What follows belongs to an exercise in optimizing a design on an open flow for small area and few clock cycles per item; a production flow would make more cautious choices. In this exercise RTL edits were held to simulation tests only and were not proved equivalent to the original.

== willow ==
==> module encrypt_v2, before the edit <==
module encrypt_v2(  input wire [ 80 - 1 : 0 ]   k,
                    input wire [ 64 - 1 : 0 ]   m,
                   output wire [ 64 - 1 : 0 ]   c,
                    input wire                  clk,
                    input wire                  req,
                   output wire                  ack );
  localparam LR = 2;             
  localparam R  = 1 << LR;
  localparam PW = 5 - LR;        
  reg [ 63 : 0 ]     state;      
  reg [ 79 : 0 ]     key;        
  reg [ PW - 1 : 0 ] phase;      
  reg                done;
  reg                load_s;     
  reg                load_k0;    
  reg                load_k1;    
  wire [ 79 : 0 ] kc [ 0 : R ];
  wire [ 63 : 0 ] xs [ 1 : R ];
  wire [ 63 : 0 ] sp0;
  wire [ PW - 1 : 0 ] phase_n = phase + 1'b1;
  assign kc[ 0 ] = { load_k0 ? k[ 79 : 40 ] : key[ 79 : 40 ],
                     load_k1 ? k[ 39 :  0 ] : key[ 39 :  0 ] };
  sp_layer sp( .r( sp0 ), .x( state ) );
  assign xs[ 1 ] = ( load_s ? m : sp0 ) ^ kc[ 0 ][ 79 : 16 ];
  genvar j;
  generate
    for ( j = 1; j < R; j = j + 1 ) begin : stage
      wire [ 63 : 0 ] t;
      key_schedule ks( .r( kc[ j ] ), .x( kc[ j - 1 ] ), .i( { phase, j[ LR - 1 : 0 ] } ) );
      sp_layer sp( .r( t ), .x( xs[ j ] ) );
      assign xs[ j + 1 ] = t ^ kc[ j ][ 79 : 16 ];
    end
  endgenerate
  key_schedule ksl( .r( kc[ R ] ), .x( kc[ R - 1 ] ), .i( { phase_n, { LR { 1'b0 } } } ) );
  always @( posedge clk ) begin
    if ( !done )
      state <= xs[ R ];
    key  <= kc[ R ];
    load_s  <= !req;
    load_k0 <= !req | done;
    load_k1 <= !req | ( phase == { PW { 1'b1 } } );
    if ( !req ) begin
      phase <= 0;
      done  <= 1'b0;
    end else if ( !done ) begin
      phase <= phase_n;
      done  <= ( phase == { PW { 1'b1 } } );
    end
  end
  assign ack = done;
  assign c   = state;
endmodule
==> flow/config.mk <==
export PLATFORM = sky130hd
export DESIGN_NAME = encrypt_v2
export DESIGN_NICKNAME = encrypt_v2
export VERILOG_FILES = /design/flow/design.v
export SDC_FILE = /design/flow/constraint.sdc
export NUM_CORES = 4
export LEC_CHECK = 0
export CAP_MARGIN = 20
export CORE_MARGIN = 2
export CORE_UTILIZATION = 60
export PLACE_DENSITY = 0.75
export SLEW_MARGIN = 20
==> flow/constraint.sdc <==
create_clock -name core_clock -period 5.0 [get_ports {clk}]
set_input_delay 1.0000 -clock core_clock [delete_from_list [all_inputs] [get_ports {clk}]]
set_output_delay 1.0000 -clock core_clock [all_outputs]
set_load 0.01 [all_outputs]
standard.sh (not shown) runs the stock make flow with config.mk's settings and CLKGATE_MAP_FILE= SYNTH_SCRIPT=/design/flow/synth_recipe.tcl, a recipe that flattens the netlist after the stock synthesis.
==> flow/flow/run.sh <==
#!/bin/bash
# Layout flow: the standard synthesis, then the combinational logic between the
# registers is re-mapped by ABC for area (the registers, their names and cell types stay
# as the standard synthesis made them), then the standard layout with 1x port buffers.
set -euo pipefail
W=$(pwd)
F=$W/flow
YOSYS=yosys
if [[ -x $FLOW_HOME/../tools/install/yosys/bin/yosys ]]; then
  YOSYS=$FLOW_HOME/../tools/install/yosys/bin/yosys
fi
LIB=$FLOW_HOME/platforms/$FLOW_PLATFORM/lib/sky130_fd_sc_hd__tt_025C_1v80.lib
R=$W/orfs/results/$FLOW_PLATFORM/encrypt_v2/base
EXTRA="GPL_KEEP_OVERFLOW=0"

bash standard.sh synth > $W/synth.log 2>&1
cp $R/1_2_yosys.v $W/standard_synth.v

# flip-flop cell types in the standard netlist stay black boxes
FFS=$(grep -oE 'sky130_fd_sc_hd__(dfxtp|edfxtp|dfrtp|dfstp|dfbbp|sdfxtp|dlxtp|conb)[a-z0-9_]*' $W/standard_synth.v | sort -u | tr '\n' ' ')
printf 'set_driving_cell sky130_fd_sc_hd__buf_1\nset_load 5\n' > $W/abc.constr

# resyn IN OUT SCRIPT: one ABC pass over the combinational logic of netlist IN
resyn() {
  local in=$1 out=$2 script=$3
  cat > $out.ys <<EOT
read_liberty -ignore_miss_func $LIB
setattr -mod -set keep_hierarchy 1 $FFS
read_verilog $in
hierarchy -top $FLOW_TOP
flatten
opt_clean
abc -script $F/$script.abc -liberty $LIB -D 4000 -constr $W/abc.constr -dont_use sky130_fd_sc_hd__probe_p_8 -dont_use sky130_fd_sc_hd__probec_p_8 -dont_use sky130_fd_sc_hd__lpflow_*
opt_clean -purge
hierarchy -top $FLOW_TOP
tee -o $out.area stat -liberty $LIB
write_verilog -noattr -noexpr -nohex -nodec -selected $out.all
EOT
  $YOSYS -s $out.ys > $out.log 2>&1
  awk -v top="$FLOW_TOP" '$1=="module" && $2 ~ "^"top"\\(" {p=1} p{print} p && /^endmodule/{p=0}' $out.all > $out
  grep -q "^module $FLOW_TOP(" $out
}
area() { grep "Chip area for top module" $1.area | awk '{print $NF}'; }

# pick the smallest of several ABC scripts, twice
best=$W/standard_synth.v
for round in 1 2; do
  if [[ $round == 1 ]]; then scripts="b1 d2 c2 a2"; else scripts="d2 e1 e4"; fi
  for s in $scripts; do resyn $best $W/resyn_${round}_$s.v $s & done
  wait
  cand=$best; carea=1e12
  [[ $round == 2 ]] && carea=$(area $best)
  for s in $scripts; do
    a=$(area $W/resyn_${round}_$s.v)
    echo "round $round script $s area $a" >> $W/resyn_choice.log
    if awk -v a=$a -v b=$carea 'BEGIN{exit !(a<b)}'; then cand=$W/resyn_${round}_$s.v; carea=$a; fi
  done
  best=$cand
  echo "round $round best $best $carea" >> $W/resyn_choice.log
done
cp $best $W/resyn.v
cp $W/resyn.v $R/1_2_yosys.v

bash standard.sh finish "BUFFER_PORTS_ARGS=-buffer_cell sky130_fd_sc_hd__buf_1" $EXTRA > $W/layout.log 2>&1
Other scripts of this flow, unchanged in this note and not shown: flow/flow/a2.abc, flow/flow/b1.abc, flow/flow/c2.abc, flow/flow/d2.abc, flow/flow/e1.abc, flow/flow/e4.abc
In summary, willow completed successfully, with a layout that passed the timing, DRC and antenna checks.
Testbench counts of willow, summed over its fixed seeds: cycles 4,600, items 512.
What yarrow does differently from willow at the input level:
==> flow/design.v, changed modules only <==
module encrypt_v2(  input wire [ 80 - 1 : 0 ]   k,
                    input wire [ 64 - 1 : 0 ]   m,
                   output wire [ 64 - 1 : 0 ]   c,
                    input wire                  clk,
                    input wire                  req,
                   output wire                  ack );
  localparam LR = 2;             
  localparam R  = 1 << LR;
  localparam PW = 5 - LR;        
  reg [ 63 : 0 ]     state;      
  reg [ 79 : 0 ]     key;        
  reg [ PW - 1 : 0 ] phase;      
  reg                done;
  reg                load;       
  wire [ 79 : 0 ] kc [ 0 : R ];
  wire [ 63 : 0 ] xs [ 1 : R ];
  wire [ 63 : 0 ] sp0;
  wire [ PW - 1 : 0 ] phase_n = phase + 1'b1;
  assign kc[ 0 ] = load ? k : key;
  sp_layer sp( .r( sp0 ), .x( state ) );
  assign xs[ 1 ] = ( load ? m : sp0 ) ^ kc[ 0 ][ 79 : 16 ];
  genvar j;
  generate
    for ( j = 1; j < R; j = j + 1 ) begin : stage
      wire [ 63 : 0 ] t;
      key_schedule ks( .r( kc[ j ] ), .x( kc[ j - 1 ] ), .i( { phase, j[ LR - 1 : 0 ] } ) );
      sp_layer sp( .r( t ), .x( xs[ j ] ) );
      assign xs[ j + 1 ] = t ^ kc[ j ][ 79 : 16 ];
    end
  endgenerate
  key_schedule ksl( .r( kc[ R ] ), .x( kc[ R - 1 ] ), .i( { phase_n, { LR { 1'b0 } } } ) );
  always @( posedge clk ) begin
    if ( !done )
      state <= xs[ R ];
    key  <= kc[ R ];
    load <= !req;
    if ( !req ) begin
      phase <= 0;
      done  <= 1'b0;
    end else if ( !done ) begin
      phase <= phase_n;
      done  <= ( phase == { PW { 1'b1 } } );
    end
  end
  assign ack = done;
  assign c   = state;
endmodule
Results
Ran to the end and failed final checks on setup timing: yarrow. Diff yarrow and willow: synthesized instance count lower in willow. Per the comparison of yarrow with willow, post-layout utilization of the core moved up; shortest period the worst path allows climbed 310 ps; global routing met1 resource utilization grew by 4.7 points; number of filler instances in the final layout shrank by 2.0%; via count higher. Critical path depth: yarrow and willow compared, higher one is yarrow. In the reports for yarrow and willow, the larger cell area belongs to yarrow. Taking willow as the reference point, the worst hold margin of yarrow rises by 33 ps. Comparing yarrow with willow, the horizontal extent of the die came out essentially unchanged.
Testbench counts of yarrow, summed over its fixed seeds: cycles 4,600, items 512.

## afterwards: timing with drivers on the ports
The flow's constraints put no driver on any port. The routed layouts listed below were extracted and timed again, unchanged, in two steps. Step 1 sets driving cells, clkbuf_16 on the clock port and buf_2 on the other inputs (assumed; they add their load-dependent delay and slew). Step 2 times the ports against the registers' clock, not the clock port: input delays grow and output delays shrink by t, the midpoint of the rising clock arrivals with the driver on. Three values: ideal ports, drivers, drivers and shift; two values: the first two.
run	t, ns	setup WS [ns]	worst hold slack (ns)	cell pins on the clock port's net
willow	0.492	0.169 / 0.169 / -0.086	0.574 / 0.574 / 0.574	1
yarrow	0.496	-0.143 / -0.143 / -0.250	0.606 / 0.606 / 0.606	1
Met with ideal ports but missed after step 2: setup timing in willow. For willow, which loses most, drivers alone change the setup slack by 0.000 ns; drivers and shift together by -0.255 ns.
